Context: an optimization exercise on an open-source flow, tuned for small area, a short achievable clock period and few clock cycles. The choices shown serve that exercise and are no tape-out recipe.
Only simulation tests tie the RTL to the original design; equivalence was not proved.

== v19 ==
==> flow/design.v (excerpt) <==
module HW3_FPMUL_SP(Clk, Rst, St, FPmplier, FPmcand, Done, Ovf, Unf, FPproduct);
  input Clk, Rst, St;
  input [31:0] FPmcand;
  input [31:0] FPmplier;
  output reg Done;
  output Ovf, Unf;
  output [31:0] FPproduct;
  reg busy;                 
  reg [22:0] M;             
  reg [25:1] M3;            
  reg [8:0] ES;             
  reg sgn;
  reg [24:0] P;             
  wire [23:0] mi = {1'b1, FPmcand[22:0]};
  wire [24:0] qi = {1'b1, FPmplier[22:0], 1'b0};    
  wire [25:0] m3i = {1'b0, mi, 1'b0} + {2'b00, mi};
  reg [7:0] s1, s2, s3, s4, ng;    
  wire [7:0] s1i, s2i, s3i, s4i, ngi;
  genvar g;
  generate for (g = 0; g < 8; g = g + 1) begin : enc
    wire [3:0] b = qi[3*g+3:3*g];
    wire [2:0] v = {1'b0, b[2], 1'b0} + b[1] + b[0];
    wire [2:0] a = b[3] ? 3'd4 - v : v;
    assign s1i[g] = (a == 3'd1);
    assign s2i[g] = (a == 3'd2);
    assign s3i[g] = (a == 3'd3);
    assign s4i[g] = (a == 3'd4);
    assign ngi[g] = b[3];
  end endgenerate
  always @(posedge Clk) begin
    M <= FPmcand[22:0];
    M3 <= m3i[25:1];
    s1 <= s1i; s2 <= s2i; s3 <= s3i; s4 <= s4i; ng <= ngi;
  end
  wire [25:0] m1 = {2'b01, M};
  wire [25:0] m2 = {1'b1, M, 1'b0};
  wire [25:0] m3 = {M3, M[0]};
  wire [25:0] m4 = {1'b1, M, 2'b00};
  wire [25:0] y0 = (({26{s1[0]}} & m1) | ({26{s2[0]}} & m2) | ({26{s3[0]}} & m3) | ({26{s4[0]}} & m4)) ^ {26{ng[0]}};
  wire [25:0] y1 = (({26{s1[1]}} & m1) | ({26{s2[1]}} & m2) | ({26{s3[1]}} & m3) | ({26{s4[1]}} & m4)) ^ {26{ng[1]}};
  ...
Size in the first run: ~1800 cells after synthesis, about 120 flip-flops, ~0.017 mm² of cells after synthesis.
clock: 9.0 ns
lec_check: 0
abc_clock_period_in_ps: 600
cap_margin: 20
core_margin: 2
core_utilization: 40
cts_buf_list: sky130_fd_sc_hd__clkbuf_4 sky130_fd_sc_hd__clkbuf_8
setup_slack_margin: 5
slew_margin: 20
run.sh (not shown) runs the stock make flow with config.mk's settings and CLKGATE_MAP_FILE= SYNTH_SCRIPT=/design/flow/synth_recipe.tcl, a recipe that flattens the netlist after the stock synthesis.
v19: full flow OK, the timing, design-rule and antenna checks passed
Testbench counts of v19, summed over its fixed seeds: cycles 16,000.
Changes in v43 relative to v19:
Settings: SETUP_SLACK_MARGIN removed (was 5); ABC_CLOCK_PERIOD_IN_PS removed (was 600).
==> flow/flow/run.sh (new file) <==
#!/bin/bash
# The standard layout, except that the port buffers are buf_2 cells rather than the
# default pick; every input and output port still gets its own buffer.
bash standard.sh "BUFFER_PORTS_ARGS=-buffer_cell sky130_fd_sc_hd__buf_2" finish > standard.log 2>&1
==> flow/standard.sh (new file) <==
#!/bin/bash
# synth_recipe.tcl (not shown) runs the flow's synth.tcl, then flattens the netlist and writes it again
# the make line also repeats each setting of config.mk as NAME=value (left out here)
make -C /OpenROAD-flow-scripts/flow DESIGN_CONFIG=/design/flow/config.mk WORK_HOME=/design/flow/orfs CLKGATE_MAP_FILE= SYNTH_SCRIPT=/design/flow/synth_recipe.tcl "${@:-finish}"
removed: flow/run.sh
[summary]
- The post-synthesis to final-layout area growth in v43 sits 13 points below the value recorded for v19.
- Routed wire in v43 totals less than in v19.
- Number of signal-net buffers in the layout (v19 / v43): 1.4
- Diff v19 -> v43: total area of multi-input combinational cells dropped 6.7%.
- The run showing the greater largest fanout on the critical path is v19.
- Re post-route minimum period: v43 is 1.27 ns up on v19.
Input-level comparison between v3 and v43:
Settings: SETUP_SLACK_MARGIN newly set to 5; ABC_CLOCK_PERIOD_IN_PS newly set to 300.
==> flow/run.sh (new file) <==
#!/bin/bash
# synth_recipe.tcl (not shown) runs the flow's synth.tcl, then flattens the netlist and writes it again
# the make line also repeats each setting of config.mk as NAME=value (left out here)
make -C /OpenROAD-flow-scripts/flow DESIGN_CONFIG=/design/flow/config.mk WORK_HOME=/design/flow/orfs CLKGATE_MAP_FILE= SYNTH_SCRIPT=/design/flow/synth_recipe.tcl finish
removed: flow/flow/run.sh
removed: flow/standard.sh
### Flow results
- v3 vs v43, routed length on met2 went up by 8.1%.
- [compare] base=v43 new=v3: leftover overflow at the end of global routing stayed essentially flat, layout net count climbed 2.9%, compound-gate portion of the synthesized area saw little to no change, worst setup slack rose 1.27 ns.
- In terms of detail-routed via count per cell, v3 and v43 differ only marginally.
Modified inputs, v15 compared to v3
Settings: removing ABC_CLOCK_PERIOD_IN_PS (formerly 300).
==> flow/flow/run.sh (new file) <==
#!/bin/bash
# The standard layout, except that the port buffers are buf_2 cells rather than the
# default pick; every input and output port still gets its own buffer.
bash standard.sh "BUFFER_PORTS_ARGS=-buffer_cell sky130_fd_sc_hd__buf_2" finish > standard.log 2>&1
==> flow/standard.sh (new file) <==
#!/bin/bash
# synth_recipe.tcl (not shown) runs the flow's synth.tcl, then flattens the netlist and writes it again
# the make line also repeats each setting of config.mk as NAME=value (left out here)
make -C /OpenROAD-flow-scripts/flow DESIGN_CONFIG=/design/flow/config.mk WORK_HOME=/design/flow/orfs CLKGATE_MAP_FILE= SYNTH_SCRIPT=/design/flow/synth_recipe.tcl "${@:-finish}"
removed: flow/run.sh
==> results.txt <==
Total length of routed met2 wires went down by a few percent going from v3 to v15. Run comparison: v15 cell at the slowest stage of the critical path dfxtp_1; v3 cell at the slowest stage of the critical path fa_1. v15 closes out successfully: all stages finished, all timing, DRC and antenna checks passed. v15 ended with less tightest hold margin than v3. ~same clock network latency to the later pin of the worst-skew pair in v3 and v15. Of v3 and v15, the run reporting the higher via count was v3.
Input-level comparison between v39 and v15:
Settings: an added ABC_CLOCK_PERIOD_IN_PS of 1200.
==> flow/run.sh (new file) <==
#!/bin/bash
# synth_recipe.tcl (not shown) runs the flow's synth.tcl, then flattens the netlist and writes it again
# the make line also repeats each setting of config.mk as NAME=value (left out here)
make -C /OpenROAD-flow-scripts/flow DESIGN_CONFIG=/design/flow/config.mk WORK_HOME=/design/flow/orfs CLKGATE_MAP_FILE= SYNTH_SCRIPT=/design/flow/synth_recipe.tcl finish
removed: flow/flow/run.sh
removed: flow/standard.sh
--- outcome ---
v15 has a higher multi-input logic portion of the cell area than v39.
Side by side, slew at the pin closest to its max-slew limit turned out lower in v39 than in v15.
v39 vs v15: final non-filler cell total up
Taking v15 as the reference, in v39 summed area of non-filler cells in the final layout grew by 4.0%; clock edge transition at the registers on the reported setup and hold paths grew by 0.03 ns.
Per the comparison of v39 with v15, final routed wirelength across all metal layers rose 2.2%; setup slack at placement went down; combined global-route utilization of all metal layers climbed 0.69 points.

afterwards: timing with drivers on the ports:
The flow's constraints put no driver on any port. The routed layouts listed below were extracted and timed again, unchanged, in two steps. Step 1: set_driving_cell puts a clkbuf_16 on Clk and a buf_2 on each other input, an assumption about the parent block. Step 2, shift: input delay + t, output delay - t, t = (earliest + latest rising clock arrival at the registers) / 2. This alone moves slack from input paths to output paths. Slacks: no drivers / after step 1 / after step 2; pairs: no drivers / after step 1.
run | t (ns) | setup WS [ns] | worst setup path after step 2
v19 | 0.538 | 3.616 / 3.616 / 3.616 | register to register
v43 | 0.566 | 2.351 / 2.351 / 2.351 | register to register
v3 | 0.538 | 3.616 / 3.616 / 3.616 | register to register
v15 | 0.534 | 3.599 / 3.599 / 3.599 | register to register
v39 | 0.538 | 3.616 / 3.616 / 3.616 | register to register
After both steps every run listed still meets setup and hold.
